What follows belongs to an exercise in optimizing a design on an open flow for small area; a production flow would make more cautious choices.
At most, simulation tests tie the RTL to the original design; equivalence was not proved.
Only the layout flow was run in run 6; the RTL was not checked for function there.
The clock port is modelled as an ideal driver, which makes a skipped or thinned clock tree look cheaper than it is; a real chip needs a root buffer or a tree.
Power and IR drop assume default switching activity.

File: config.mk
export PLATFORM = sky130hd
export DESIGN_NAME = fsm
export DESIGN_NICKNAME = fsm
export VERILOG_FILES = /design/flow/design.v
export SDC_FILE = /design/flow/constraint.sdc
export NUM_CORES = 8
export LEC_CHECK = 0
export CAP_MARGIN = 10
export CORE_MARGIN = 2
export CORE_UTILIZATION = 60
export SLEW_MARGIN = 10
File: constraint.sdc
create_clock -name core_clock -period 6.0 [get_ports {clk}]
set_input_delay 1.2000 -clock core_clock [delete_from_list [all_inputs] [get_ports {clk}]]
set_output_delay 1.2000 -clock core_clock [all_outputs]
set_load 0.01 [all_outputs]
File: design.v
module fsm_wrdec(
input  [6:0]   wr_ptr,
input  [2:0]   wn,      
input  [15:0]  s_data,
output [127:0] we,      
output [15:0]  wd       
    );
    genvar b, r;
    generate
      for (b = 0; b < 4; b = b + 1) begin : g_b
        localparam [1:0] B = b;
        wire [1:0] off = B - wr_ptr[1:0];           
        wire       ben = {1'b0, off} < wn;
        wire [4:0] row = wr_ptr[6:2] + {4'd0, (B < wr_ptr[1:0])};
        assign wd[b*4 +: 4] = s_data[{off, 2'b00} +: 4];
        for (r = 0; r < 32; r = r + 1) begin : g_r
          assign we[b*32+r] = ben && row == r;
        end
      end
    endgenerate
endmodule
module fsm_rdmux(
input  [511:0] mem,     
input  [6:0]   rd_ptr,
output [15:0]  nn       
    );
    genvar i;
    generate
      for (i = 0; i < 4; i = i + 1) begin : g_n
        wire [6:0] e = rd_ptr + i;
        assign nn[i*4 +: 4] = ~mem[{e[1:0], e[6:2], 2'b00} +: 4];
      end
    endgenerate
endmodule
module fsm(
input clk,
input arst,
input [15:0]s_data,
input s_valid,
input s_last,
output s_ready,
input [7:0]s_keep,
output reg [15:0] m_data,
output m_valid,
output reg m_last,
input  m_ready,
output [7:0]m_keep,
input rd_en,
input [11:0]block_len,
output reg last
    );
    assign s_ready = m_ready;
    reg        rst_q;         
    reg  [2:0] wn;            
    reg  [6:0] wr_ptr;
    reg  [6:0] temp;          
    reg  [6:0] rd_ptr;
    reg  [7:0] cnt;           
    reg  [2:0] kq;            
    reg  [511:0] mem;         
    always @(posedge clk) rst_q <= ~arst;
    always @(posedge clk)
      if (rst_q) wn <= 3'd0;
      else if (s_valid & m_ready & (s_keep[7:5] == 3'd0) & (s_keep[1:0] == 2'd0) &
               ~(s_keep[4] & |s_keep[3:2]))
        wn <= s_keep[4:2];
    always @(posedge clk)
      wr_ptr <= (wn == 3'd0) ? 7'd0 : wr_ptr + {4'd0, wn};
    wire [127:0] we;
    wire [15:0]  wd;
    fsm_wrdec u_wr (.wr_ptr(wr_ptr), .wn(wn), .s_data(s_data), .we(we), .wd(wd));
    genvar b, r;
    generate
      for (b = 0; b < 4; b = b + 1) begin : g_wb
        for (r = 0; r < 32; r = r + 1) begin : g_r
          always @(posedge clk)
            if (we[b*32+r]) mem[(b*32+r)*4 +: 4] <= wd[b*4 +: 4];
        end
      end
    endgenerate
    wire [15:0] nxn;
    fsm_rdmux u_rd (.mem(mem), .rd_ptr(rd_ptr), .nn(nxn));
    wire [15:0] nx = ~nxn;
    wire [3:0] n0 = nx[3:0], n1 = nx[7:4], n2 = nx[11:8], n3 = nx[15:12];
    wire eqh  = temp[6:2] == rd_ptr[6:2];
    wire nxh  = {1'b0, temp[6:2]} == {1'b0, rd_ptr[6:2]} + 6'd1;
    wire lge  = temp[1:0] >= rd_ptr[1:0];
    wire pe   = (eqh & lge) | (nxh & ~lge);
    wire [1:0] dlo = temp[1:0] - rd_ptr[1:0];
    wire [7:0] diff = {6'd0, dlo};
    wire [8:0] cdf = {1'b0, block_len[11:4]} - {1'b0, cnt};
    wire hieq = cdf == 9'd0;
    wire blk  = hieq & (block_len[1:0] == 2'd0) & (block_len[3:2] != 2'd0);
    wire lt   = (~cdf[8] & ~hieq) | (hieq & (block_len[3:0] != 4'd0));
    wire go   = rd_en & m_ready;
    wire adv  = go & (pe | blk | lt);
    wire [1:0] k  = pe ? diff[1:0] : blk ? block_len[3:2] : 2'd0;
    wire [2:0] nk = {k == 2'd0, k};
    always @(posedge clk) begin
      if (s_last) temp <= wr_ptr;
      if (adv & pe & (diff[1:0] != 2'd0)) temp <= 7'd0;
    end
    always @(posedge clk) begin
      if (adv) begin
        rd_ptr <= rd_ptr + {5'd0, k} + {4'd0, k == 2'd0, 2'd0};
        cnt    <= (pe | blk) ? 8'd0 : cnt + 8'd1;
      end else if (~arst) begin
        rd_ptr <= 7'd0;
        cnt    <= 8'd0;
      end
    end
    always @(posedge clk) begin
      if (~go) begin
        m_data <= 16'd0;
        kq     <= 3'd0;
        m_last <= 1'b0;
        last   <= 1'b0;
      end else if (adv) begin
        m_data <= {(k == 2'd0) ? n3 : 4'd0,
                   (k == 2'd0 || k == 2'd3) ? n2 : 4'd0,
                   (k != 2'd1) ? n1 : 4'd0,
                   n0};
        kq     <= nk;
        m_last <= pe;
        if (~pe) last <= blk;
      end
    end
    assign m_keep  = {3'd0, kq, 2'd0};
    assign m_valid = |kq;
endmodule
File: flow/run.sh
#!/bin/bash
# Layout flow: the standard synthesis for reference, then the same synthesis with the
# combinational modules fsm_wrdec and fsm_rdmux mapped by hand to cells (flow/gen_cells.py),
# without ORFS's adder cells and with Yosys's default ABC script (flow/my_synth.tcl);
# if both give the same flip-flops the mapped netlist is laid out, else the standard one.
# The layout is ORFS's, with buf_1 port buffers and a clock tree without dummy loads, whose
# middle level of buffers flow/clk.tcl removes after CTS.
set -euo pipefail
W=$PWD
R=$W/orfs/results/$FLOW_PLATFORM/fsm/base
export BUFFER_PORTS_ARGS="-buffer_cell sky130_fd_sc_hd__buf_1"
export CTS_ARGS="-sink_clustering_enable -repair_clock_nets -sink_clustering_size 30 -sink_clustering_max_diameter 100 -buf_list sky130_fd_sc_hd__clkbuf_16 -dont_use_dummy_load"

bash standard.sh synth > std_synth.log 2>&1
cp $R/1_2_yosys.v std_1_2_yosys.v

python3 flow/gen_cells.py cells.v > gen.log 2>&1
python3 flow/swap.py design.v cells.v design_mapped.v >> gen.log 2>&1
sed -e "s#WORK_HOME=[^ ]*#WORK_HOME=$W/orfs_map VERILOG_FILES=$W/design_mapped.v#" \
    -e "s#SYNTH_SCRIPT=[^ ]*#SYNTH_SCRIPT=$W/flow/my_synth.tcl ADDER_MAP_FILE=#" standard.sh > mapped.sh
bash mapped.sh synth > map_synth.log 2>&1
M=$W/orfs_map/results/$FLOW_PLATFORM/fsm/base
if python3 flow/regs.py std_1_2_yosys.v $M/1_2_yosys.v mapped_1_2_yosys.v > regs.log 2>&1; then
  echo "using the mapped netlist" >> regs.log
  cp mapped_1_2_yosys.v $R/1_2_yosys.v
  rm -f $R/1_synth.odb
else
  echo "flip-flops differ: using the standard netlist" >> regs.log
fi
bash standard.sh cts > layout_cts.log 2>&1
CLK_ODB_IN=$R/4_cts.odb CLK_ODB_OUT=$R/4_cts.odb CLK_PORT=clk openroad -no_init -exit flow/clk.tcl > clk.log 2>&1
bash standard.sh > layout.log 2>&1
File: flow/clk.tcl
# Flatten the clock tree by one level: buffers that the root clock buffer drives and that drive
# only clock buffers are removed, and their loads are connected to the root buffer's output.
read_db $::env(CLK_ODB_IN)
set block [ord::get_db_block]
proc is_clkbuf {inst} { string match "sky130_fd_sc_hd__clkbuf_*" [[$inst getMaster] getName] }
set clk_net [[$block findBTerm $::env(CLK_PORT)] getNet]
set roots {}
foreach it [$clk_net getITerms] { lappend roots [$it getInst] }
if {[llength $roots] == 1 && [is_clkbuf [lindex $roots 0]]} {
  set root [lindex $roots 0]
  set rnet [[$root findITerm X] getNet]
  set mids {}
  foreach it [$rnet getITerms] {
    set inst [$it getInst]
    if {$inst == $root || ![is_clkbuf $inst]} { continue }
    set onet [[$inst findITerm X] getNet]
    set ok 1
    foreach l [$onet getITerms] {
      if {[$l getInst] != $inst && ![is_clkbuf [$l getInst]]} { set ok 0 }
    }
    if {$ok} { lappend mids $inst }
  }
  foreach inst $mids {
    set onet [[$inst findITerm X] getNet]
    set loads {}
    foreach l [$onet getITerms] { if {[$l getInst] != $inst} { lappend loads $l } }
    foreach l $loads { $l disconnect; $l connect $rnet }
    puts "removed clock buffer [$inst getName] ([llength $loads] loads moved)"
    [$inst findITerm A] disconnect
    [$inst findITerm X] disconnect
    odb::dbInst_destroy $inst
    odb::dbNet_destroy $onet
  }
}
write_db $::env(CLK_ODB_OUT)
File: flow/gen_cells.py
#!/usr/bin/env python3
"""Writes modules fsm_wrdec and fsm_rdmux of rtl/fsm.v built from sky130_fd_sc_hd cells
to argv[1]. Both are combinational; fsm_rdmux's structure is described in rdmux()."""
import sys

P = "sky130_fd_sc_hd__"
out = []
w = out.append
cnt = [0]
PINS2 = [("A1", "A2"), ("B1", "B2"), ("C1", "C2")]


def g(cell, y, ins, yname="Y"):
    """Instance of cell with inputs ins (list of (pin, net)) driving net y."""
    cnt[0] += 1
    pins = ins + [(yname, y)]
    w(f"  {P}{cell} u{cnt[0]} ({', '.join(f'.{k}({v})' for k, v in pins)});")
    return y


def wire(*names):
    w(f"  wire {', '.join(names)};")


def inv(y, a):
    return g("inv_1", y, [("A", a)])


def nand2(y, a, b):
    return g("nand2_1", y, [("A", a), ("B", b)])


def nor2(y, a, b):
    return g("nor2_1", y, [("A", a), ("B", b)])


def nand3(y, a, b, c):
    return g("nand3_1", y, [("A", a), ("B", b), ("C", c)])


def nor3(y, a, b, c):
    return g("nor3_1", y, [("A", a), ("B", b), ("C", c)])


def and2(y, a, b):
    return g("and2_1", y, [("A", a), ("B", b)], "X")


def aoi(y, pairs):
    """y = NOT OR of (a AND b) over 2 or 3 pairs."""
    ins = []
    for (a, b), (p, q) in zip(pairs, PINS2):
        ins += [(p, a), (q, b)]
    return g("a222oi_1" if len(pairs) == 3 else "a22oi_1", y, ins)


def a22o(y, pairs):
    ins = []
    for (a, b), (p, q) in zip(pairs, PINS2):
        ins += [(p, a), (q, b)]
    return g("a22o_1", y, ins, "X")


def sel4(y, pre, sel, data, last="nand2_1"):
    """y = OR over k < 4 of sel[k] AND data[k]."""
    wire(f"{pre}_a", f"{pre}_b")
    aoi(f"{pre}_a", list(zip(sel[:2], data[:2])))
    aoi(f"{pre}_b", list(zip(sel[2:], data[2:])))
    return g(last, y, [("A", f"{pre}_a"), ("B", f"{pre}_b")])


def decode(pre, bits, nbits, polarity):
    """One-hot lines pre[k] = (bits == k); active-high if polarity else active-low.
    bits and nbits: the bits and their complements, LSB first."""
    n = len(bits)
    lines = []
    for k in range(1 << n):
        y = f"{pre}{k}"
        wire(y)
        # active-high: NOR of the literals that must be 0; active-low: NAND of the true literals
        if polarity:
            lits = [nbits[i] if (k >> i) & 1 else bits[i] for i in range(n)]
            (nor2 if n == 2 else nor3)(y, *lits)
        else:
            lits = [bits[i] if (k >> i) & 1 else nbits[i] for i in range(n)]
            (nand2 if n == 2 else nand3)(y, *lits)
        lines.append(y)
    return lines


def inv2(y, a):
    """Strong inverter (inv_2 is as small as inv_1) for lines with many loads."""
    return g("inv_2", y, [("A", a)])


def strong(pre, lines, cell="inv_2"):
    """Strong complements of lines (inv_2 is as small as inv_1)."""
    res = []
    for k, a in enumerate(lines):
        y = f"{pre}{k}"
        wire(y)
        res.append(g(cell, y, [("A", a)]))
    return res


def inverted(pre, nets):
    res = []
    for i, a in enumerate(nets):
        y = f"{pre}{i}"
        wire(y)
        res.append(inv(y, a))
    return res


def wrdec():
    w("module fsm_wrdec(wr_ptr, wn, s_data, we, wd);")
    w("  input [6:0] wr_ptr;")
    w("  input [2:0] wn;")
    w("  input [15:0] s_data;")
    w("  output [127:0] we;")
    w("  output [15:0] wd;")
    p = [f"wr_ptr[{i}]" for i in range(7)]
    np_ = inverted("np", p)
    o = strong("o", decode("on", p[0:2], np_[0:2], False))   # wr_ptr[1:0] == k
    lo = decode("l", p[2:4], np_[2:4], True)        # wr_ptr[3:2] == l
    hi = decode("h", p[4:7], np_[4:7], True)        # wr_ptr[6:4] == h
    hin = strong("hn", hi)                          # active-low
    # e[k]: a bank k nibbles past the write pointer is written (wn > k)
    wire("e0", "e1", "e2")
    g("or3_1", "e0", [("A", "wn[0]"), ("B", "wn[1]"), ("C", "wn[2]")], "X")
    g("or2_1", "e1", [("A", "wn[1]"), ("B", "wn[2]")], "X")
    g("a21o_1", "e2", [("A1", "wn[1]"), ("A2", "wn[0]"), ("B1", "wn[2]")], "X")
    e = ["e0", "e1", "e2", "wn[2]"]
    # bank b holds nibble (b - wr_ptr[1:0]) mod 4 of s_data
    for b in range(4):
        for j in range(4):
            sel4(f"wd[{b*4+j}]", f"d{b}_{j}", o,
                 [f"s_data[{4*((b - k) % 4) + j}]" for k in range(4)], "nand2_2")
    ben = []
    for b in range(4):
        wire(f"ben{b}")
        ben.append(sel4(f"ben{b}", f"be{b}", o, [e[(b - k) % 4] for k in range(4)]))
    # inc[b]: bank b's row is one past wr_ptr[6:2] (b < wr_ptr[1:0])
    wire("inc0", "inc2n")
    nand2("inc0", np_[0], np_[1])
    inc = ["inc0", p[1], o[3]]
    incn = [o[0], np_[1], nand2("inc2n", p[0], p[1])]
    for b in range(3):
        wire(f"bi0_{b}", f"bi1_{b}", f"pp{b}", f"qq{b}")
        and2(f"bi0_{b}", ben[b], incn[b])           # written, row = wr_ptr[6:2]
        and2(f"bi1_{b}", ben[b], inc[b])            # written, row = wr_ptr[6:2] + 1
        and2(f"pp{b}", f"bi0_{b}", lo[0])           # row bits 1:0 = 0, no carry
        and2(f"qq{b}", f"bi1_{b}", lo[3])           # row bits 1:0 = 0, carry into 4:2
        for h in range(8):
            a22o(f"we[{b*32+4*h}]", [(f"pp{b}", hi[h]), (f"qq{b}", hi[(h - 1) % 8])])
        for l in range(1, 4):
            wire(f"lan{b}_{l}")
            aoi(f"lan{b}_{l}", [(f"bi0_{b}", lo[l]), (f"bi1_{b}", lo[l - 1])])
            for h in range(8):
                nor2(f"we[{b*32+4*h+l}]", f"lan{b}_{l}", hin[h])
    for l in range(4):
        wire(f"lan3_{l}")
        nand2(f"lan3_{l}", ben[3], lo[l])
        for h in range(8):
            nor2(f"we[{96+4*h+l}]", f"lan3_{l}", hin[h])
    w("endmodule")


def a31oi(y, a1, a2, a3, b1):
    return g("a31oi_1", y, [("A1", a1), ("A2", a2), ("A3", a3), ("B1", b1)])


def nor4(y, a, b, c, d):
    # nor4_1 can drive only 37 fF: too little for the wire to the output rotation
    return g("nor4_2", y, [("A", a), ("B", b), ("C", c), ("D", d)])


def o22ai(y, a1, a2, b1, b2):
    return g("o22ai_1", y, [("A1", a1), ("A2", a2), ("B1", b1), ("B2", b2)])


def rdmux():
    """Bank b reads row R + inc[b] (R = rd_ptr[6:2]). Per bank, bit and row bits 1:0 = l:
    an AND-OR over the 8 rows 4h+l under one-hot lines of the row's bits 4:2 (with the
    carry from bits 1:0 only for l = 0) gives three active-low partials, which an a31oi
    combines with the active-low line of l; a nor4 over l gives the bank's bit inverted.
    Then the rotation that puts bank (rd_ptr + i) mod 4 on output nibble i (inverted)."""
    w("module fsm_rdmux(mem, rd_ptr, nn);")
    w("  input [511:0] mem;")
    w("  input [6:0] rd_ptr;")
    w("  output [15:0] nn;")
    p = [f"rd_ptr[{i}]" for i in range(7)]
    np_ = inverted("np", p)
    on = decode("on", p[0:2], np_[0:2], False)      # rd_ptr[1:0] == k, active-low
    lo = decode("l", p[2:4], np_[2:4], True)        # rd_ptr[3:2] == l
    lon = decode("ln", p[2:4], np_[2:4], False)
    hi = strong("h", decode("hn", p[4:7], np_[4:7], False), "inv_4")  # rd_ptr[6:4] == h
    wire("inc0", "inc2", "o0", "inc2n")
    nand2("inc0", np_[0], np_[1])
    nor2("inc2", np_[0], np_[1])
    nor2("o0", p[0], p[1])
    inc = ["inc0", p[1], "inc2"]
    incn = ["o0", np_[1], nand2("inc2n", p[0], p[1])]
    hb0, lan = [], []
    for b in range(3):
        # the l = 0 rows are read only when row bits 1:0 of R + inc[b] are 0, and then
        # bits 4:2 carry exactly when inc[b]
        lines = []
        for h in range(8):
            y = f"hz{b}_{h}"
            wire(y)
            lines.append(a22o(y, [(incn[b], hi[h]), (inc[b], hi[(h - 1) % 8])]))
        hb0.append(lines)
        lines = []
        for l in range(4):
            y = f"lan{b}_{l}"
            wire(y)
            lines.append(aoi(y, [(incn[b], lo[l]), (inc[b], lo[(l - 1) % 4])]))
        lan.append(lines)
    hb0.append(hi)
    lan.append(lon)
    rqn = {}
    for b in range(4):
        for j in range(4):
            ts = []
            for l in range(4):
                pre = f"m{b}_{j}_{l}"
                hb = hb0[b] if l == 0 else hi
                pairs = [(hb[h], f"mem[{(b*32 + 4*h + l)*4 + j}]") for h in range(8)]
                wire(f"{pre}_z0", f"{pre}_z1", f"{pre}_z2", f"{pre}_t")
                aoi(f"{pre}_z0", pairs[0:3])
                aoi(f"{pre}_z1", pairs[3:6])
                aoi(f"{pre}_z2", pairs[6:8])
                ts.append(a31oi(f"{pre}_t", f"{pre}_z0", f"{pre}_z1", f"{pre}_z2", lan[b][l]))
            y = f"rqn{b}_{j}"
            wire(y)
            rqn[b, j] = nor4(y, *ts)
    for i in range(4):
        for j in range(4):
            pre = f"r{i}_{j}"
            wire(f"{pre}_a", f"{pre}_b")
            s = [on[(b - i) % 4] for b in range(4)]
            o22ai(f"{pre}_a", s[0], rqn[0, j], s[1], rqn[1, j])
            o22ai(f"{pre}_b", s[2], rqn[2, j], s[3], rqn[3, j])
            nor2(f"nn[{i*4+j}]", f"{pre}_a", f"{pre}_b")
    w("endmodule")


wrdec()
cnt[0] = 0
rdmux()
open(sys.argv[1], "w").write("\n".join(out) + "\n")
File: flow/my_synth.tcl
# synth_recipe.tcl (the standard synthesis script) with an area-oriented ABC script (deep
# AIG synthesis, then area mapping) in place of ORFS's speed script; registers are made
# exactly as in the standard synthesis.
proc synth {args} { yosys synth -nofsm -noshare {*}$args }
proc abc {args} {
  set out {}
  set skip 0
  foreach a $args {
    if {$skip} { set skip 0; continue }
    if {$a eq "-script"} { set skip 1; continue }
    lappend out $a
  }
  lappend out -script "+strash;&get,-n;&deepsyn,-J,50,-S,1;&put;&get,-n;&dch,-f;&nf,-a,-R,1000;&put"
  yosys abc {*}$out
}
source $::env(SCRIPTS_DIR)/synth.tcl
# left out here: clear keep_hierarchy, flatten, clean up, hide names made inside functions, write 1_2_yosys.v
File: flow/regs.py
#!/usr/bin/env python3
"""regs.py STD MAPPED OUT: if netlist MAPPED has the same flip-flops as STD (same register
names, up to the Yosys cell-type suffix after '$', and the same cells), write MAPPED to OUT
with its flip-flop instances renamed to STD's names and exit 0; else exit 1."""
import re
import sys

PAT = re.compile(r"^(\s*)(sky130_fd_sc_hd__(?:s?e?df|dl[xr]|s?dlclkp)\w*)(\s+)(\S+)(\s*\()", re.M)


def regs(text):
    d = {}
    for _, cell, _, name, _ in PAT.findall(text):
        base = name.split("$")[0]
        if base in d:
            sys.exit(f"regs.py: register {base} twice")
        d[base] = (name, cell)
    return d


std_text, map_text = open(sys.argv[1]).read(), open(sys.argv[2]).read()
a, b = regs(std_text), regs(map_text)
print(f"regs.py: {len(a)} and {len(b)} flip-flops")
if not a or a.keys() != b.keys() or any(a[k][1] != b[k][1] for k in a):
    sys.exit(1)
renamed = PAT.sub(lambda m: m.group(1) + m.group(2) + m.group(3) + a[m.group(4).split("$")[0]][0]
                  + m.group(5), map_text)
if regs(renamed) != a:
    sys.exit(1)
open(sys.argv[3], "w").write(renamed)
File: flow/swap.py
#!/usr/bin/env python3
"""swap.py DESIGN CELLS OUT: copy DESIGN with each module that CELLS defines replaced by
CELLS's version."""
import re
import sys

design, cells = open(sys.argv[1]).read(), open(sys.argv[2]).read()
for name in re.findall(r"^\s*module\s+(\w+)", cells, re.M):
    m = re.search(r"^\s*module\s+" + name + r"\b.*?^\s*endmodule\b", design, re.S | re.M)
    if not m:
        sys.exit(f"swap.py: module {name} not found")
    design = design[:m.start()] + design[m.end():]
open(sys.argv[3], "w").write(design + "\n" + cells)
File: standard.sh
#!/bin/bash
# synth_recipe.tcl (not shown) runs the flow's synth.tcl, then flattens the netlist and writes it again
# the make line also repeats each setting of config.mk as NAME=value (left out here)
make -C /OpenROAD-flow-scripts/flow DESIGN_CONFIG=/design/flow/config.mk WORK_HOME=/design/flow/orfs CLKGATE_MAP_FILE= SYNTH_SCRIPT=/design/flow/synth_recipe.tcl "${@:-finish}"
==> results by group, run 1 <==
Worst setup path
  – Crit path max fanout: 20
  – Setup Crit Path Kind: flip-flop to flip-flop
  – Required time worst endpoint: 6.39 ns
  – Critical Path Sink Type: flip-flop
  – Worst setup SP type: flip-flop
  – Crit path DAT: 4.33 ns

Final layout
  – Most common cell after layout, fill and taps aside: edfxtp_1
  – Layout cells sized above 1: 0.0485
  – Fin util: 0.644
  – Nets: 1548
  – Fill cells: 2643
  – Layout area overhead: 5.86%
  – Most frequent cells in the layout: edfxtp_1 (527), nor2_1 (159), a222oi_1 (129)

Timing
  – Clock skew after layout: 0.0126 ns
  – RSZ-0062 raised after global routing: no
  – Fin crit share: 0.656
  – Slew margin rel.: 0.327
  – Fmax: 254 MHz
  – Final Critical Period: 3.93 ns
  – Setup violations, final: 0
  – Final setup TNS: 0 ns
  – Final Hold Fails: 0
  – Slew Limit Fails: 0
  – Tightest Pin Transition: 1.00 ns

Logic synthesis
  – Syn. warnings: 1
  – Mean Syn Cell Area: 15.6 sq um
  – Syn Std Cell Area: 0.0222 sq mm
  – Gate Count Post-Synth: 1422

Detailed routing
  – Total Wirelength: 55.5 mm
  – DRT Pass-1 Iters: 12
  – Vias per inst: 7.10
  – Post-route DRC violation count: 0
  – Via count: 14000
  – Wire per inst: 28.1 microns
  – ANT nets after route: 0
  – First-iteration detailed-routing DRC count: 2192

Floorplan
  – Die width: 196 microns
  – Rows: 70
  – Core area: 0.0365 sq mm
  – Ports: 70
  – Die area: 0.0386 sq mm
  – Die Y-Extent: 196 microns
  – Initial core utilization: 0.608

CTS
  – Hold-fix buffers, CTS: 0
  – CTS clk-pin slew, worst paths: 0.10 ns
  – Clock Latency Late Sink: 0.56 ns
  – CTS resizes: 0
  – Post-CTS Setup Inserts: 0
  – Clock sink count: 566

Global route
  – Vias in the first global route: 13400
  – Initial antenna violation count: 1
  – First-pass GRT wire length: 81.8 mm
  – Grt ovf: 0
  – Largest net degree at the start of global routing: 59
  – All-layer global routing usage: 0.294

Pwr
  – Pwr dens: 280 mW/mm^2
  – Leak Pwr: 0.00688 uW
  – Peak supply drop: 0.000266 V

Placed design
  – Final GP Congestion: 0.863
  – Port Buf Inserts: 64
  – Final HPWL DP: 34.5 mm

Flow run
  – Max cap viols: 0

Run status
  – Status: finished clean

Worst hold path
  – Hold Crit Class: flip-flop to flip-flop
flip-flops by register name, indices dropped and copies added (netlist names):
| name | count |
|---|---|
| rst_q | 1 |
| last | 1 |
| mem | 512 |
| wn | 3 |
| rd_ptr | 7 |
| wr_ptr | 7 |
| temp | 7 |
| m_data | 16 |
| kq | 3 |
| cnt | 8 |
| m_last | 1 |
report_power, final:
group	total (uW)	switching (uW)	internal, uW
combinational	596	419	177
sequential	4360	29.5	4330
clock	1640	1050	594
total	6590	1500	5100
stage by stage:
stage                     total power, uW  worst slack (ns)  hold slack (ns)  instance area, sq um  std cells
after floorplan                      4800              2.21            0.459                 22200       1426
after global placement               5020              1.77            0.434                 23000       1952
after detailed placement             5030              1.67            0.446                 23000       1952
after CTS                            6710              2.12            0.464                 23600       1974
after global routing                 6790              1.77            0.502                 23500       1972
final                                6590              2.07            0.456                 23500       1973
area by class of cell:
class                   instances  area (sq um)  share of cell area
flip-flops and latches        566         16600               0.706
repair buffers                 64           240              0.0102
clock buffers                  20           500              0.0213
multi-input cells             808          5390               0.229
inverters                      46           193             0.00819
well taps                     468           586              0.0249
diodes                          1          2.50            0.000106
layer usage:
layer | share of wire | GRT usage | wire length, microns
met5 | 0 | 0 | 0
met4 | 0.025 | 0.0993 | 1370
met3 | 0.097 | 0.0633 | 5400
met2 | 0.46 | 0.450 | 25500
met1 | 0.42 | 0.424 | 23200
critical path, stage by stage (launching register included):
cell and delay, ns:
edfxtp_1 0.79, xnor2_1 0.23, nand2_1 0.10, o21ai_0 0.13
nor3_1 0.21, a21oi_1 0.06, nor3_1 0.20, a41o_1 0.25
nor2_1 0.12, a22o_1 0.30, and2_0 0.22, maj3_1 0.38
nor2_1 0.10, nor2_1 0.08, and3_1 0.24, and3_1 0.19
nor3_1 0.16
path summary, 6_finish.rpt:
kind	from	endpoint	slack, ns	depth (start not counted)
setup / recovery	rd_ptr[1]$_SDFFCE_PP0P_	rd_ptr[6]$_SDFFCE_PP0P_	2.07	16
hold / removal	m_last$_SDFFE_PN0N_	m_last$_SDFFE_PN0N_	0.46	2
setup reg to reg	rd_ptr[1]$_SDFFCE_PP0P_	rd_ptr[6]$_SDFFCE_PP0P_	2.07	16
hold reg to reg	m_last$_SDFFE_PN0N_	m_last$_SDFFE_PN0N_	0.46	2
==> inputs of run 2 (changes only) <==
--- a/config.mk
+++ b/config.mk
@@ -5,7 +5,7 @@
 export SDC_FILE = /design/flow/constraint.sdc
 export NUM_CORES = 8
 export LEC_CHECK = 0
-export CAP_MARGIN = 10
+export CAP_MARGIN = 20
 export CORE_MARGIN = 2
 export CORE_UTILIZATION = 60
 export SLEW_MARGIN = 10
==> results by group, run 2 <==
Timing
  – Final Critical Period: 3.93 ns
  – Clock skew after layout: 0.0126 ns
  – RSZ-0062 raised after global routing: no
  – Slew margin rel.: 0.327
  – Fin crit share: 0.656
  – Final setup TNS: 0 ns
  – Setup ws final: 2.07 ns
  – Setup violations, final: 0
  – Final Hold Fails: 0
  – Tightest Pin Transition: 1.00 ns
  – Slew Limit Fails: 0
  – Fmax: 254 MHz

Worst setup path
  – Setup Crit Path Kind: flip-flop to flip-flop
  – CP max-delay cell: edfxtp_1
  – Crit path max fanout: 20
  – Critical Path Max Stage Delay: 0.79 ns
  – Critical Path Sink Type: flip-flop
  – Worst setup SP type: flip-flop
  – Crit path DAT: 4.33 ns
  – R2r worst-path depth: 16
  – Crit path cell chain: xnor2_1 > nand2_1 > o21ai_0 > nor3_1 > a21oi_1 > nor3_1 > a41o_1 > nor2_1 > a22o_1 > and2_0 > maj3_1 > nor2_1 > nor2_1 > and3_1 > and3_1 > nor3_1
  – Required time worst endpoint: 6.39 ns

Floorplan
  – Die area: 0.0386 sq mm
  – Die Y-Extent: 196 microns
  – Rows: 70
  – Die width: 196 microns
  – Initial core utilization: 0.608
  – Ports: 70
  – Core area: 0.0365 sq mm

Placed design
  – Final GP Congestion: 0.863
  – Final HPWL DP: 34.5 mm
  – Port Buf Inserts: 64
  – Placed insts: 1952
  – Place WS: 1.67 ns

Detailed routing
  – Vias per inst: 7.10
  – Wire per inst: 28.1 microns
  – DRT Pass-1 Iters: 12
  – Post-route DRC violation count: 0
  – ANT nets after route: 0
  – Total Wirelength: 55.5 mm
  – First-iteration detailed-routing DRC count: 2192
  – Via count: 14000

CTS
  – Clock Latency Late Sink: 0.56 ns
  – CTS clk-pin slew, worst paths: 0.10 ns
  – Hold-fix buffers, CTS: 0
  – Post-CTS Setup Inserts: 0
  – Clock sink count: 566
  – CTS resizes: 0

Run status
  – Status: finished clean

Final layout
  – Most common cell after layout, fill and taps aside: edfxtp_1
  – Max reg flops: 512
  – Layout area overhead: 5.86%
  – Top flop regs: mem (512), m_data (16), cnt (8)
  – Most frequent cells in the layout: edfxtp_1 (527), nor2_1 (159), a222oi_1 (129)
  – Fin cells: 1973
  – Nets: 1548
  – Largest register by flop count: mem
  – Layout cells sized above 1: 0.0485
  – Fill cells: 2643

Global route
  – First-pass GRT wire length: 81.8 mm
  – GRT met2 Usage: 0.450
  – Largest net degree at the start of global routing: 59
  – Initial antenna violation count: 1
  – Vias in the first global route: 13400
  – Met1 usage: 0.424
  – All-layer global routing usage: 0.294
  – Grt ovf: 0
  – Most crowded layer after global routing: met2
  – Met3 usage in global routing: 0.0633

Logic synthesis
  – Mean Syn Cell Area: 15.6 sq um
  – Syn. warnings: 1
  – Syn Std Cell Area: 0.0222 sq mm
  – Gate Count Post-Synth: 1422

Pwr
  – Peak supply drop: 0.000266 V
  – Pwr dens: 280 mW/mm^2
  – Leak Pwr: 0.00688 uW

Flow run
  – Max cap viols: 0

Worst hold path
  – Hold Path Stages: 2
  – Hold Crit Class: flip-flop to flip-flop
==> run 2: layout make-up <==
type                            instances  area, sq um  share of cell area
Sequential cell                       566        16600               0.706
Clock buffer                           20          500              0.0213
Inverter                               46          193             0.00819
Timing Repair Buffer                   64          240              0.0102
Multi-Input combinational cell        808         5390               0.229
Tap cell                              468          586              0.0249
Antenna cell                            1         2.50            0.000106
==> run 2: worst paths after layout <==
check                          start                       to  slack [ns]
max          rd_ptr[1]$_SDFFCE_PP0P_  rd_ptr[6]$_SDFFCE_PP0P_        2.07
min              m_last$_SDFFE_PN0N_      m_last$_SDFFE_PN0N_        0.46
max reg2reg  rd_ptr[1]$_SDFFCE_PP0P_  rd_ptr[6]$_SDFFCE_PP0P_        2.07
min reg2reg      m_last$_SDFFE_PN0N_      m_last$_SDFFE_PN0N_        0.46
==> run 2: critical path, delay by kind of cell, from the launching register on <==
kind | cells | cell delay (ns)
AOI/OAI and AO/OA | 4 | 0.74
xor gates and xnor gates | 1 | 0.23
adders and majority gates | 1 | 0.38
DFF | 1 | 0.79
and+or+nand+nor | 10 | 1.62
==> run 2: where the power goes <==
group          switching (uW)  internal [uW]  total (uW)  leakage (uW)
registers                29.5           4330        4360       0.00507
logic                     419            177         596       0.00156
clock network            1050            594        1640      0.000246
total                    1500           5100        6590       0.00688
==> run 2: through the flow <==
stage	hold slack [ns]	utilization	power (uW)	cell area [sq um]
2_1_floorplan	0.459	-	4800	22200
3_3_place_gp	0.434	0.630	5020	23000
3_5_place_dp	0.446	0.630	5030	23000
4_1_cts	0.464	0.645	6710	23600
5_1_grt	0.502	0.644	6790	23500
6_report	0.456	0.644	6590	23500
==> run 2: routing by layer <==
metal	vias to the layer above	wire [microns]
met5	-	0
met4	0	1370
met3	76	5400
met2	725	25500
met1	7007	23200
li1	6192	-
==> inputs of run 3 (changes only) <==
--- a/flow/gen_cells.py
+++ b/flow/gen_cells.py
@@ -171,8 +171,7 @@
 
 
 def nor4(y, a, b, c, d):
-    # nor4_1 can drive only 37 fF: too little for the wire to the output rotation
-    return g("nor4_2", y, [("A", a), ("B", b), ("C", c), ("D", d)])
+    return g("nor4_1", y, [("A", a), ("B", b), ("C", c), ("D", d)])
 
 
 def o22ai(y, a1, a2, b1, b2):
--- a/config.mk
+++ b/config.mk
@@ -5,7 +5,7 @@
 export SDC_FILE = /design/flow/constraint.sdc
 export NUM_CORES = 8
 export LEC_CHECK = 0
-export CAP_MARGIN = 20
+export CAP_MARGIN = 40
 export CORE_MARGIN = 2
 export CORE_UTILIZATION = 60
 export SLEW_MARGIN = 10
==> results by group, run 3 <==
Run status
  – Status: finished clean

Placed design
  – Placed insts: 1966
  – Place WS: 1.64 ns
  – Cell area after placement: 0.0230 sq mm
  – Final HPWL DP: 34.0 mm
  – Final GP Congestion: 0.879
  – Port Buf Inserts: 64

Final layout
  – Top flop regs: mem (512), m_data (16), cnt (8)
  – Most common cell after layout, fill and taps aside: edfxtp_1
  – Max reg flops: 512
  – Largest register by flop count: mem
  – Layout cells sized above 1: 0.0467
  – Fin cells: 1987
  – Most frequent cells in the layout: edfxtp_1 (527), nor2_1 (160), a222oi_1 (129)
  – Nets: 1563
  – Fill cells: 2668
  – Design area: 0.0235 sq mm
  – Fin util: 0.646
  – Antenna cells: 0
  – Layout area overhead: 6.35%

CTS
  – Post-CTS Setup Inserts: 0
  – Clock sink count: 566
  – Hold-fix buffers, CTS: 0
  – CTS resizes: 0
  – Clock Latency Late Sink: 0.57 ns
  – CTS clk-pin slew, worst paths: 0.12 ns

Floorplan
  – Rows: 70
  – Die width: 196 microns
  – Core area: 0.0364 sq mm
  – Ports: 70
  – Die Y-Extent: 196 microns
  – Die area: 0.0384 sq mm
  – Initial core utilization: 0.607

Timing
  – Tightest Pin Transition: 1.04 ns
  – Setup ws final: 1.96 ns
  – Fmax: 248 MHz
  – RSZ-0062 raised after global routing: no
  – Fin crit share: 0.673
  – Final setup TNS: 0 ns
  – Final Hold Fails: 0
  – Slew margin rel.: 0.305
  – Slew Limit Fails: 0
  – Final Critical Period: 4.04 ns
  – Setup violations, final: 0
  – Clock skew after layout: 0.0260 ns

Detailed routing
  – DRT Pass-1 Iters: 6
  – Total Wirelength: 55.5 mm
  – Via count: 14100
  – First-iteration detailed-routing DRC count: 2103
  – Wire per inst: 27.9 microns
  – Vias per inst: 7.08
  – ANT nets after route: 0
  – Post-route DRC violation count: 0

Worst setup path
  – Crit path DAT: 4.49 ns
  – Crit path max fanout: 20
  – Worst setup SP type: flip-flop
  – Setup Crit Path Kind: flip-flop to flip-flop
  – Required time worst endpoint: 6.45 ns
  – Critical Path Sink Type: flip-flop

Pwr
  – Switching Power: 1500 uW
  – Internal: 5110 uW
  – Leak Pwr: 0.00693 uW
  – Combinational share of power: 0.092
  – Clk pwr share: 0.249
  – Net Sw Frac: 0.227
  – Pwr dens: 281 mW/mm^2
  – Peak supply drop: 0.000284 V
  – Sequential Power Share: 0.659

Flow run
  – Max cap viols: 0

Logic synthesis
  – Mean Syn Cell Area: 15.6 sq um
  – Gate Count Post-Synth: 1422
  – Syn Std Cell Area: 0.0221 sq mm
  – Syn. warnings: 1

Global route
  – Initial antenna violation count: 1
  – All-layer global routing usage: 0.295
  – Largest net degree at the start of global routing: 59
  – Grt ovf: 0
  – First-pass GRT wire length: 81.8 mm
  – Vias in the first global route: 13400

Worst hold path
  – Hold Crit Class: flip-flop to flip-flop
==> run 3: cell count changes in the layout (fill, tap and decap cells not counted), sizes merged <==
cell / delta
clkdlybuf4s15: +2
diode: -1
buf: +13
==> run 3: area by class of cell <==
cell class | count | area (sq um) | area share
inverters | 46 | 193 | 0.00819
multi-input cells | 808 | 5290 | 0.225
clock buffers | 20 | 500 | 0.0213
well taps | 468 | 586 | 0.0249
repair buffers | 79 | 348 | 0.0148
flip-flops and latches | 566 | 16600 | 0.706
==> run 3: worst max-delay path: stages, from the launching register on <==
cell and delay, ns:
edfxtp_1 0.72, inv_1 0.52, nand2_1 0.39, a22o_1 0.34
a222oi_1 0.43, a31oi_1 0.17, nor4_1 0.86, o22ai_1 0.19
nor2_1 0.18, o21ai_0 0.10
==> run 3: power groups by stage <==
stage / Combinational, uW / Sequential [uW] / Clock (uW)
finish: 611 / 4350 / 1640
global route: 654 / 4360 / 1800
CTS: 597 / 4350 / 1770
detailed placement: 596 / 4440 / 0
global placement: 573 / 4440 / 0
floorplan: 348 / 4440 / 0
==> run 3: through the flow <==
| step | total power (uW) | hold WS [ns] |
|---|---|---|
| 2_1_floorplan | 4790 | 0.459 |
| 6_report | 6610 | 0.459 |
| 5_1_grt | 6810 | 0.487 |
| 3_3_place_gp | 5020 | 0.436 |
| 3_5_place_dp | 5040 | 0.441 |
| 4_1_cts | 6720 | 0.463 |
==> run 3: metal layers <==
layer | track usage | part of all wire
met5 | 0 | 0.00020
met4 | 0.116 | 0.034
met3 | 0.0774 | 0.11
met2 | 0.434 | 0.44
met1 | 0.426 | 0.41
==> run 3: path summary, 6_finish.rpt <==
path	start	end	slack, ns	depth (start not counted)
setup / recovery	rd_ptr[1]$_SDFFCE_PP0P_	m_data[15]$_SDFFE_PN0N_	1.96	9
hold / removal	m_data[13]$_SDFFE_PN0N_	m_data[13]$_SDFFE_PN0N_	0.46	2
setup reg to reg	rd_ptr[1]$_SDFFCE_PP0P_	m_data[15]$_SDFFE_PN0N_	1.96	9
hold reg to reg	m_data[13]$_SDFFE_PN0N_	m_data[13]$_SDFFE_PN0N_	0.46	2
==> inputs of run 4 (changes only) <==
--- a/config.mk
+++ b/config.mk
@@ -5,7 +5,7 @@
 export SDC_FILE = /design/flow/constraint.sdc
 export NUM_CORES = 8
 export LEC_CHECK = 0
-export CAP_MARGIN = 40
+export CAP_MARGIN = 30
 export CORE_MARGIN = 2
 export CORE_UTILIZATION = 60
 export SLEW_MARGIN = 10
==> results by group, run 4 <==
Timing
  – Hold_ws: 0.461 ns
  – Final Hold Fails: 0
  – Clock skew after layout: 0.0184 ns
  – Tightest Pin Transition: 1.07 ns
  – Final Critical Period: 4.02 ns
  – Final setup TNS: 0 ns
  – Fin crit share: 0.670
  – Slew Limit Fails: 0
  – Setup ws final: 1.98 ns
  – Slew margin rel.: 0.278
  – Fmax: 249 MHz
  – Setup violations, final: 0
  – RSZ-0062 raised after global routing: no

Final layout
  – Design area: 0.0235 sq mm
  – Multi-input combinational cell area: 0.00529 sq mm
  – Most common cell after layout, fill and taps aside: edfxtp_1
  – Top flop regs: mem (512), m_data (16), cnt (8)
  – Fin util: 0.645
  – Nets: 1560
  – Antenna cells: 0
  – Fill cells: 2662
  – Largest register by flop count: mem
  – Most frequent cells in the layout: edfxtp_1 (527), nor2_1 (160), a222oi_1 (129)
  – Max reg flops: 512
  – Layout cells sized above 1: 0.0449
  – Sequential cell area: 0.0166 sq mm
  – Layout area overhead: 6.21%

Placed design
  – Final HPWL DP: 34.1 mm
  – Place WS: 1.63 ns
  – Port Buf Inserts: 64
  – Cell area after placement: 0.0230 sq mm
  – Final GP Congestion: 0.879

Pwr
  – Peak supply drop: 0.000267 V
  – Internal: 5100 uW
  – Clk pwr share: 0.248
  – Sequential Power Share: 0.660
  – Net Sw Frac: 0.226
  – Combinational share of power: 0.092
  – Pwr dens: 281 mW/mm^2
  – Switching Power: 1490 uW
  – Leak Pwr: 0.00691 uW

Detailed routing
  – Via count: 14100
  – ANT nets after route: 0
  – DRT Pass-1 Iters: 9
  – Vias per inst: 7.13
  – Wire per inst: 27.9 microns
  – First-iteration detailed-routing DRC count: 2195
  – Total Wirelength: 55.4 mm
  – Post-route DRC violation count: 0

Run status
  – Status: finished clean

CTS
  – CTS resizes: 0
  – Hold-fix buffers, CTS: 0
  – Clock Latency Late Sink: 0.56 ns
  – CTS clk-pin slew, worst paths: 0.11 ns
  – Clock sink count: 566
  – Post-CTS Setup Inserts: 0

Logic synthesis
  – Syn Std Cell Area: 0.0221 sq mm
  – Mean Syn Cell Area: 15.6 sq um
  – Gate Count Post-Synth: 1422
  – Syn. warnings: 1

Global route
  – Largest net degree at the start of global routing: 59
  – Initial antenna violation count: 0
  – All-layer global routing usage: 0.293
  – Grt ovf: 0
  – Vias in the first global route: 13400
  – First-pass GRT wire length: 81.5 mm

Floorplan
  – Rows: 70
  – Initial core utilization: 0.607
  – Die area: 0.0384 sq mm
  – Core area: 0.0364 sq mm
  – Die width: 196 microns
  – Die Y-Extent: 196 microns
  – Ports: 70

Flow run
  – Max cap viols: 0

Worst setup path
  – Crit path cell chain: inv_1 > nand2_1 > a22o_1 > a222oi_1 > a31oi_1 > nor4_1 > o22ai_1 > nor2_1 > o21ai_0
  – Crit path max fanout: 20
  – Crit path DAT: 4.47 ns
  – Required time worst endpoint: 6.45 ns
  – Critical Path Sink Type: flip-flop
  – Worst setup SP type: flip-flop
  – Critical Path Max Stage Delay: 0.84 ns
  – CP max-delay cell: nor4_1
  – Setup Crit Path Kind: flip-flop to flip-flop

Worst hold path
  – Hold Crit Class: flip-flop to flip-flop
[run 4: layout make-up]
cell class / count / share of cell area
repair buffers: 76 / 0.0135
multi-input cells: 808 / 0.225
clock buffers: 20 / 0.0213
inverters: 46 / 0.00820
well taps: 468 / 0.0249
flip-flops and latches: 566 / 0.707
[run 4: power groups by stage]
stage / clock network, uW / logic [uW] / registers (uW)
3_3_place_gp: 0 / 573 / 4440
6_report: 1630 / 606 / 4350
4_1_cts: 1760 / 591 / 4350
3_5_place_dp: 0 / 589 / 4440
2_1_floorplan: 0 / 348 / 4440
5_1_grt: 1790 / 647 / 4360
[run 4: stage by stage]
step / std cells / power [uW]
3_5_place_dp: 1962 / 5030
5_1_grt: 1984 / 6790
3_3_place_gp: 1958 / 5020
6_report: 1984 / 6600
2_1_floorplan: 1426 / 4790
4_1_cts: 1984 / 6710
[run 4: metal layers]
metal,track usage,wire [microns]
met1,0.422,23200
met2,0.440,24800
met5,0,0
met4,0.115,1690
met3,0.0689,5710
[run 4: worst paths after layout]
kind	startpoint	end	slack, ns	cells after the start
hold / removal	m_data[13]$_SDFFE_PN0N_	m_data[13]$_SDFFE_PN0N_	0.46	2
setup / recovery	rd_ptr[1]$_SDFFCE_PP0P_	m_data[15]$_SDFFE_PN0N_	1.98	9
hold reg to reg	m_data[13]$_SDFFE_PN0N_	m_data[13]$_SDFFE_PN0N_	0.46	2
setup reg to reg	rd_ptr[1]$_SDFFCE_PP0P_	m_data[15]$_SDFFE_PN0N_	1.98	9
[run 4: worst max-delay path, delay by kind of cell, from the launching register on]
kind	cells	cell delay [ns]
simple gates	3	1.44
flops	1	0.72
compound gates	5	1.24
buf+inv	1	0.51
==> inputs of run 5 (changes only) <==
--- a/flow/gen_cells.py
+++ b/flow/gen_cells.py
@@ -135,7 +135,7 @@
     for b in range(4):
         for j in range(4):
             sel4(f"wd[{b*4+j}]", f"d{b}_{j}", o,
-                 [f"s_data[{4*((b - k) % 4) + j}]" for k in range(4)], "nand2_2")
+                 [f"s_data[{4*((b - k) % 4) + j}]" for k in range(4)])
     ben = []
     for b in range(4):
         wire(f"ben{b}")
==> results by group, run 5 <==
Run status
  – Status: finished clean

Global route
  – Vias in the first global route: 13100
  – Initial antenna violation count: 2
  – First-pass GRT wire length: 83.8 mm
  – All-layer global routing usage: 0.303
  – Largest net degree at the start of global routing: 59
  – Grt ovf: 0

Timing
  – RSZ-0062 raised after global routing: no
  – Fmax: 250 MHz
  – Slew margin rel.: 0.326
  – Setup ws final: 2.00 ns
  – Final Critical Period: 4.00 ns
  – Fin crit share: 0.666
  – Hold_ws: 0.452 ns
  – Setup violations, final: 0
  – Clock skew after layout: 0.0133 ns
  – Final setup TNS: 0 ns
  – Slew Limit Fails: 0
  – Final Hold Fails: 0
  – Tightest Pin Transition: 1.01 ns

Final layout
  – Layout area overhead: 7.70%
  – Fin cells: 2007
  – Top flop regs: mem (512), m_data (16), cnt (8)
  – Sequential cell area: 0.0166 sq mm
  – Most common cell after layout, fill and taps aside: edfxtp_1
  – Layout cells sized above 1: 0.0475
  – Multi-input combinational cell area: 0.00525 sq mm
  – Largest register by flop count: mem
  – Most frequent cells in the layout: edfxtp_1 (527), nor2_1 (160), a222oi_1 (129)
  – Nets: 1581
  – Max reg flops: 512
  – Fill cells: 2655

Placed design
  – Final HPWL DP: 36.0 mm
  – Port Buf Inserts: 64
  – Place WS: 1.67 ns
  – Placed insts: 1983
  – Final GP Congestion: 0.888

CTS
  – CTS resizes: 0
  – CTS clk-pin slew, worst paths: 0.10 ns
  – Clock Latency Late Sink: 0.57 ns
  – Hold-fix buffers, CTS: 0
  – Clock sink count: 566
  – Post-CTS Setup Inserts: 0

Worst setup path
  – Critical Path Sink Type: flip-flop
  – R2R Path End: rd_ptr[6]$_SDFFCE_PP0P_
  – CP endpoint: rd_ptr[6]$_SDFFCE_PP0P_
  – Required time worst endpoint: 6.39 ns
  – Setup Crit Path Kind: flip-flop to flip-flop
  – Crit path DAT: 4.39 ns
  – R2r worst-path depth: 16
  – FF-to-FF setup slack: 2.00 ns
  – Crit path max fanout: 20
  – Worst setup SP type: flip-flop
  – Critical Path Start: rd_ptr[1]$_SDFFCE_PP0P_
  – Crit Reg-Reg Startpoint: rd_ptr[1]$_SDFFCE_PP0P_

Logic synthesis
  – Syn Std Cell Area: 0.0221 sq mm
  – Gate Count Post-Synth: 1422
  – Mean Syn Cell Area: 15.5 sq um
  – Syn. warnings: 1

Pwr
  – Leak Pwr: 0.00708 uW
  – Tot Pwr: 6630 uW
  – Pwr dens: 279 mW/mm^2
  – Peak supply drop: 0.000268 V

Floorplan
  – Die area: 0.0383 sq mm
  – Rows: 70
  – Ports: 70
  – Core area: 0.0364 sq mm
  – Die width: 196 microns
  – Die Y-Extent: 196 microns
  – Initial core utilization: 0.606

Worst hold path
  – Hold Crit Class: flip-flop to flip-flop

Detailed routing
  – Total Wirelength: 56.9 mm
  – Via count: 14400
  – ANT nets after route: 0
  – Wire per inst: 28.4 microns
  – First-iteration detailed-routing DRC count: 2025
  – Vias per inst: 7.17
  – Post-route DRC violation count: 0
  – DRT Pass-1 Iters: 9

Flow run
  – Max cap viols: 0
==> run 5: worst min-delay path by stage <==
| stage | startpoint | endpoint | slack (ns) | cells past startpoint |
|---|---|---|---|---|
| floorplan | temp[4]$_SDFFE_PP0P_ | temp[4]$_SDFFE_PP0P_ | 0.46 | 1 |
| global placement | m_last$_SDFFE_PN0N_ | m_last$_SDFFE_PN0N_ | 0.43 | 2 |
| detailed placement | m_last$_SDFFE_PN0N_ | m_last$_SDFFE_PN0N_ | 0.44 | 2 |
| CTS | m_last$_SDFFE_PN0N_ | m_last$_SDFFE_PN0N_ | 0.45 | 2 |
| global route | m_data[3]$_SDFFE_PN0N_ | m_data[3]$_SDFFE_PN0N_ | 0.49 | 2 |
| finish | m_last$_SDFFE_PN0N_ | m_last$_SDFFE_PN0N_ | 0.45 | 2 |
==> run 5: worst max-delay path, cell delays in order (launching register included) <==
cell and delay, ns:
edfxtp_1 0.83, xnor2_1 0.22, nand2_1 0.11, o21ai_0 0.13
nor3_1 0.22, a21oi_1 0.06, nor3_1 0.19, a41o_1 0.26
nor2_1 0.12, a22o_1 0.30, and2_0 0.22, maj3_1 0.38
nor2_1 0.10, nor2_1 0.08, and3_1 0.23, and3_1 0.19
nor3_1 0.18
==> run 5: routing by layer <==
layer | global-route usage | vias to the layer above | share of wire
met5 | 0 | - | 0
met4 | 0.0999 | 0 | 0.025
met3 | 0.0524 | 92 | 0.099
met2 | 0.456 | 834 | 0.45
met1 | 0.455 | 7209 | 0.42
li1 | - | 6249 | -
==> run 5: layout make-up <==
type                    instances  share of cell area
flip-flops and latches        566               0.698
multi-input cells             808               0.221
repair buffers                 97              0.0268
well taps                     468              0.0246
clock buffers                  20              0.0211
inverters                      46             0.00810
diodes                          2            0.000211
==> run 5: report_power, final <==
part | internal (uW) | total, uW | leakage, uW | switching [uW]
combinational | 203 | 628 | 0.00176 | 426
sequential | 4320 | 4350 | 0.00507 | 30.3
clock | 594 | 1650 | 0.000246 | 1050
total | 5120 | 6630 | 0.00708 | 1510
==> run 5: per-stage QoR <==
stage                      util  cell area, sq um
after CTS                 0.653             23800
final                     0.653             23800
after floorplan               -             22100
after detailed placement  0.638             23300
after global routing      0.653             23800
after global placement    0.631             23000
==> inputs of run 6 (changes only) <==
--- a/design.v
+++ b/design.v
@@ -22,13 +22,13 @@
 module fsm_rdmux(
 input  [511:0] mem,     
 input  [6:0]   rd_ptr,
-output [15:0]  nn       
+output [15:0]  n
     );
     genvar i;
     generate
       for (i = 0; i < 4; i = i + 1) begin : g_n
         wire [6:0] e = rd_ptr + i;
-        assign nn[i*4 +: 4] = ~mem[{e[1:0], e[6:2], 2'b00} +: 4];
+        assign n[i*4 +: 4] = mem[{e[1:0], e[6:2], 2'b00} +: 4];
       end
     endgenerate
 endmodule
@@ -78,9 +78,8 @@
         end
       end
     endgenerate
-    wire [15:0] nxn;
-    fsm_rdmux u_rd (.mem(mem), .rd_ptr(rd_ptr), .nn(nxn));
-    wire [15:0] nx = ~nxn;
+    wire [15:0] nx;
+    fsm_rdmux u_rd (.mem(mem), .rd_ptr(rd_ptr), .n(nx));
     wire [3:0] n0 = nx[3:0], n1 = nx[7:4], n2 = nx[11:8], n3 = nx[15:12];
     wire eqh  = temp[6:2] == rd_ptr[6:2];
     wire nxh  = {1'b0, temp[6:2]} == {1'b0, rd_ptr[6:2]} + 6'd1;
--- a/flow/run.sh
+++ b/flow/run.sh
@@ -18,14 +18,14 @@
 python3 flow/swap.py design.v cells.v design_mapped.v >> gen.log 2>&1
 sed -e "s#WORK_HOME=[^ ]*#WORK_HOME=$W/orfs_map VERILOG_FILES=$W/design_mapped.v#" \
     -e "s#SYNTH_SCRIPT=[^ ]*#SYNTH_SCRIPT=$W/flow/my_synth.tcl ADDER_MAP_FILE=#" standard.sh > mapped.sh
-bash mapped.sh synth > map_synth.log 2>&1
 M=$W/orfs_map/results/$FLOW_PLATFORM/fsm/base
-if python3 flow/regs.py std_1_2_yosys.v $M/1_2_yosys.v mapped_1_2_yosys.v > regs.log 2>&1; then
+if bash mapped.sh synth > map_synth.log 2>&1 &&
+   python3 flow/regs.py std_1_2_yosys.v $M/1_2_yosys.v mapped_1_2_yosys.v > regs.log 2>&1; then
   echo "using the mapped netlist" >> regs.log
   cp mapped_1_2_yosys.v $R/1_2_yosys.v
   rm -f $R/1_synth.odb
 else
-  echo "flip-flops differ: using the standard netlist" >> regs.log
+  echo "mapped synthesis failed or its flip-flops differ: using the standard netlist" >> regs.log
 fi
 bash standard.sh cts > layout_cts.log 2>&1
 CLK_ODB_IN=$R/4_cts.odb CLK_ODB_OUT=$R/4_cts.odb CLK_PORT=clk openroad -no_init -exit flow/clk.tcl > clk.log 2>&1
--- a/flow/gen_cells.py
+++ b/flow/gen_cells.py
@@ -135,7 +135,7 @@
     for b in range(4):
         for j in range(4):
             sel4(f"wd[{b*4+j}]", f"d{b}_{j}", o,
-                 [f"s_data[{4*((b - k) % 4) + j}]" for k in range(4)])
+                 [f"s_data[{4*((b - k) % 4) + j}]" for k in range(4)], "nand2_2")
     ben = []
     for b in range(4):
         wire(f"ben{b}")
@@ -170,36 +170,30 @@
     return g("a31oi_1", y, [("A1", a1), ("A2", a2), ("A3", a3), ("B1", b1)])
 
 
-def nor4(y, a, b, c, d):
-    return g("nor4_1", y, [("A", a), ("B", b), ("C", c), ("D", d)])
-
-
-def o22ai(y, a1, a2, b1, b2):
-    return g("o22ai_1", y, [("A1", a1), ("A2", a2), ("B1", b1), ("B2", b2)])
+
+
 
 
 def rdmux():
     """Bank b reads row R + inc[b] (R = rd_ptr[6:2]). Per bank, bit and row bits 1:0 = l:
     an AND-OR over the 8 rows 4h+l under one-hot lines of the row's bits 4:2 (with the
     carry from bits 1:0 only for l = 0) gives three active-low partials, which an a31oi
-    combines with the active-low line of l; a nor4 over l gives the bank's bit inverted.
-    Then the rotation that puts bank (rd_ptr + i) mod 4 on output nibble i (inverted)."""
-    w("module fsm_rdmux(mem, rd_ptr, nn);")
+    combines with the active-low line of l; an or4 over l gives the bank's bit. Then the
+    rotation that puts bank (rd_ptr + i) mod 4 on output nibble i."""
+    w("module fsm_rdmux(mem, rd_ptr, n);")
     w("  input [511:0] mem;")
     w("  input [6:0] rd_ptr;")
-    w("  output [15:0] nn;")
+    w("  output [15:0] n;")
     p = [f"rd_ptr[{i}]" for i in range(7)]
     np_ = inverted("np", p)
-    on = decode("on", p[0:2], np_[0:2], False)      # rd_ptr[1:0] == k, active-low
+    o = strong("o", decode("on", p[0:2], np_[0:2], False))  # rd_ptr[1:0] == k
     lo = decode("l", p[2:4], np_[2:4], True)        # rd_ptr[3:2] == l
     lon = decode("ln", p[2:4], np_[2:4], False)
     hi = strong("h", decode("hn", p[4:7], np_[4:7], False), "inv_4")  # rd_ptr[6:4] == h
-    wire("inc0", "inc2", "o0", "inc2n")
+    wire("inc0", "inc2n")
     nand2("inc0", np_[0], np_[1])
-    nor2("inc2", np_[0], np_[1])
-    nor2("o0", p[0], p[1])
-    inc = ["inc0", p[1], "inc2"]
-    incn = ["o0", np_[1], nand2("inc2n", p[0], p[1])]
+    inc = ["inc0", p[1], o[3]]
+    incn = [o[0], np_[1], nand2("inc2n", p[0], p[1])]
     hb0, lan = [], []
     for b in range(3):
         # the l = 0 rows are read only when row bits 1:0 of R + inc[b] are 0, and then
@@ -218,7 +212,7 @@
         lan.append(lines)
     hb0.append(hi)
     lan.append(lon)
-    rqn = {}
+    rq = {}
     for b in range(4):
         for j in range(4):
             ts = []
@@ -231,17 +225,13 @@
                 aoi(f"{pre}_z1", pairs[3:6])
                 aoi(f"{pre}_z2", pairs[6:8])
                 ts.append(a31oi(f"{pre}_t", f"{pre}_z0", f"{pre}_z1", f"{pre}_z2", lan[b][l]))
-            y = f"rqn{b}_{j}"
+            y = f"rq{b}_{j}"
             wire(y)
-            rqn[b, j] = nor4(y, *ts)
+            rq[b, j] = g("or4_1", y, [("A", ts[0]), ("B", ts[1]), ("C", ts[2]), ("D", ts[3])], "X")
     for i in range(4):
         for j in range(4):
-            pre = f"r{i}_{j}"
-            wire(f"{pre}_a", f"{pre}_b")
-            s = [on[(b - i) % 4] for b in range(4)]
-            o22ai(f"{pre}_a", s[0], rqn[0, j], s[1], rqn[1, j])
-            o22ai(f"{pre}_b", s[2], rqn[2, j], s[3], rqn[3, j])
-            nor2(f"nn[{i*4+j}]", f"{pre}_a", f"{pre}_b")
+            sel4(f"n[{i*4+j}]", f"r{i}_{j}", [o[(b - i) % 4] for b in range(4)],
+                 [rq[b, j] for b in range(4)])
     w("endmodule")
 
 
--- a/config.mk
+++ b/config.mk
@@ -5,7 +5,7 @@
 export SDC_FILE = /design/flow/constraint.sdc
 export NUM_CORES = 8
 export LEC_CHECK = 0
-export CAP_MARGIN = 30
+export CAP_MARGIN = 20
 export CORE_MARGIN = 2
 export CORE_UTILIZATION = 60
 export SLEW_MARGIN = 10
==> results by group, run 6 <==
Floorplan
  – Rows: 70
  – Core area: 0.0365 sq mm
  – Initial core utilization: 0.607
  – Die Y-Extent: 196 microns
  – Die area: 0.0385 sq mm
  – Ports: 70
  – Die width: 196 microns

CTS
  – Hold-fix buffers, CTS: 0
  – Clock sink count: 566
  – Post-CTS Setup Inserts: 0
  – CTS clk-pin slew, worst paths: 0.11 ns
  – CTS resizes: 0
  – Clock Latency Late Sink: 0.57 ns

Worst setup path
  – Buf/Inv on CP: 2
  – Required time worst endpoint: 6.29 ns
  – CP max-delay cell: edfxtp_1
  – Critical Path Start: rd_ptr[1]$_SDFFCE_PP0P_
  – Critical Path Max Stage Delay: 0.83 ns
  – FF-to-FF setup slack: 2.04 ns
  – Worst setup SP type: flip-flop
  – Crit path max fanout: 19
  – Crit path cell chain: clkinv_1 > o21ai_0 > o21ai_0 > a2111oi_0 > a31oi_1 > clkinv_1 > nor2_1 > nand2_1 > o21ai_0 > and2_0 > maj3_1 > or2_0 > and3_1 > nor2_1 > nor3b_1
  – CP top delay family: compound AO/OA/AOI/OAI gates
  – R2R Path End: rd_ptr[5]$_SDFFCE_PP0P_
  – CP dominant cell by count: o21ai_0
  – Setup Crit Path Kind: flip-flop to flip-flop
  – Crit Reg-Reg Startpoint: rd_ptr[1]$_SDFFCE_PP0P_
  – Critical Path Sink Type: flip-flop
  – Crit path DAT: 4.25 ns
  – R2r worst-path depth: 15

Global route
  – First-pass GRT wire length: 84.5 mm
  – Initial antenna violation count: 0
  – Met3 usage in global routing: 0.0626
  – GRT met2 Usage: 0.473
  – All-layer global routing usage: 0.305
  – Met1 usage: 0.429
  – Largest net degree at the start of global routing: 59
  – Most crowded layer after global routing: met2
  – Grt ovf: 0
  – Vias in the first global route: 13300

Logic synthesis
  – Mean Syn Cell Area: 15.7 sq um
  – Syn Std Cell Area: 0.0222 sq mm
  – Gate Count Post-Synth: 1412
  – Syn. warnings: 1

Final layout
  – Layout area overhead: 6.03%
  – Most common cell after layout, fill and taps aside: edfxtp_1
  – Nets: 1544
  – Max reg flops: 512
  – Most frequent cells in the layout: edfxtp_1 (527), a22oi_1 (159), nor2_1 (142)
  – Fill cells: 2672
  – Multi-input combinational cell area: 0.00532 sq mm
  – Fin cells: 1968
  – Largest register by flop count: mem
  – Sequential cell area: 0.0166 sq mm
  – Layout cells sized above 1: 0.0440
  – Antenna cells: 0
  – Top flop regs: mem (512), m_data (16), cnt (8)
  – Fin util: 0.644

Detailed routing
  – Vias per inst: 7.15
  – Total Wirelength: 57.1 mm
  – ANT nets after route: 0
  – DRT Pass-1 Iters: 9
  – Post-route DRC violation count: 0
  – Wire per inst: 29.0 microns
  – First-iteration detailed-routing DRC count: 2141
  – Via count: 14100

Timing
  – Clock skew after layout: 0.0193 ns
  – Fmax: 253 MHz
  – Slew margin rel.: 0.254
  – Fin crit share: 0.660
  – Slew Limit Fails: 0
  – Tightest Pin Transition: 1.11 ns
  – RSZ-0062 raised after global routing: no
  – Setup ws final: 2.04 ns
  – Final Critical Period: 3.96 ns
  – Final setup TNS: 0 ns
  – Setup violations, final: 0
  – Final Hold Fails: 0

Pwr
  – Leak Pwr: 0.00704 uW
  – Tot Pwr: 6650 uW
  – Pwr dens: 283 mW/mm^2
  – Peak supply drop: 0.000260 V

Placed design
  – Final HPWL DP: 35.6 mm
  – Place WS: 1.73 ns
  – Placed insts: 1947
  – Final GP Congestion: 0.855
  – Port Buf Inserts: 64

Run status
  – Status: finished clean

Worst hold path
  – Hold Path Stages: 2
  – Worst hold start: m_data[3]$_SDFFE_PN0N_
  – Hold Crit Class: flip-flop to flip-flop
  – Hold EP: m_data[3]$_SDFFE_PN0N_

Flow run
  – Max cap viols: 0
## run 6: cell count changes in the layout (fill, tap and decap cells not counted), moves of 16 or more
cell / before / now
a22oi_1: 125 / 159
nand2_1: 71 / 55
nand2_2: 0 / 16
nor2_1: 160 / 142
nor4_1: 17 / 1
o22ai_1: 34 / 3
or4_1: 0 / 16
## run 6: worst max path at each step
stage	end	slack, ns	depth (start not counted)
after floorplan	rd_ptr[5]$_SDFFCE_PP0P_	2.17	15
after global placement	rd_ptr[5]$_SDFFCE_PP0P_	1.86	16
after detailed placement	rd_ptr[5]$_SDFFCE_PP0P_	1.73	16
after CTS	rd_ptr[5]$_SDFFCE_PP0P_	2.06	15
after global routing	rd_ptr[5]$_SDFFCE_PP0P_	1.49	15
final	rd_ptr[5]$_SDFFCE_PP0P_	2.04	15
## run 6: per-layer routing
layer  part of all wire  vias to the layer above
met5                  0                        -
met4              0.033                        0
met3               0.10                      107
met2               0.47                      762
met1               0.40                     7049
li1                   -                     6158
## run 6: where the power goes
group          internal (uW)  leakage [uW]  switching, uW  total (uW)
clock network            595      0.000246           1060        1660
registers               4330       0.00507           28.0        4360
logic                    185       0.00172            452         637
total                   5110       0.00704           1540        6650
## run 6: worst reg2reg max path, cell delays in order (launching register included)
cell and delay, ns:
edfxtp_1 0.83, clkinv_1 0.22, o21ai_0 0.19, o21ai_0 0.13, a2111oi_0 0.41, a31oi_1 0.17
clkinv_1 0.12, nor2_1 0.06, nand2_1 0.06, o21ai_0 0.19, and2_0 0.29, maj3_1 0.37
or2_0 0.28, and3_1 0.23, nor2_1 0.08, nor3b_1 0.06
## run 6: area by class of cell
| cell class | count | share of cell area |
|---|---|---|
| Sequential cell | 566 | 0.706 |
| Multi-Input combinational cell | 789 | 0.226 |
| Tap cell | 468 | 0.0249 |
| Clock buffer | 20 | 0.0213 |
| Timing Repair Buffer | 70 | 0.0120 |
| Inverter | 55 | 0.00963 |
## run 6: metrics by stage
step / hold WS (ns) / cell area, sq um
floorplan: 0.455 / 22200
global placement: 0.438 / 23000
detailed placement: 0.447 / 23000
CTS: 0.472 / 23600
global route: 0.503 / 23500
finish: 0.466 / 23500

==> static timing again, ports no longer ideal <==
In the flow no input, the clock included, has a driving cell. The finished layouts below were timed again as built, in two steps.
Step 1 sets driving cells, clkbuf_16 on the clock port and buf_2 on the other inputs (assumed; they add their load-dependent delay and slew).
Step 2, shift: input delay + t, output delay - t, t = (earliest + latest rising clock arrival at the registers) / 2. This alone moves slack from input paths to output paths.
a / b / c = no drivers / after step 1 / after step 2; a / b = the first two.
run | shift t [ns] | slack for setup (ns) | cell pins on the clock port's net
run 1 | 0.610 | 2.066 / 2.066 / 1.575 | 1
run 2 | 0.610 | 2.066 / 2.066 / 1.575 | 1
run 3 | 0.603 | 1.960 / 1.960 / 1.624 | 1
run 4 | 0.598 | 1.981 / 1.981 / 1.655 | 1
run 5 | 0.614 | 2.002 / 2.002 / 1.699 | 1
run 6 | 0.615 | 2.043 / 2.042 / 1.705 | 1
After both steps setup and hold are still met in every run listed.
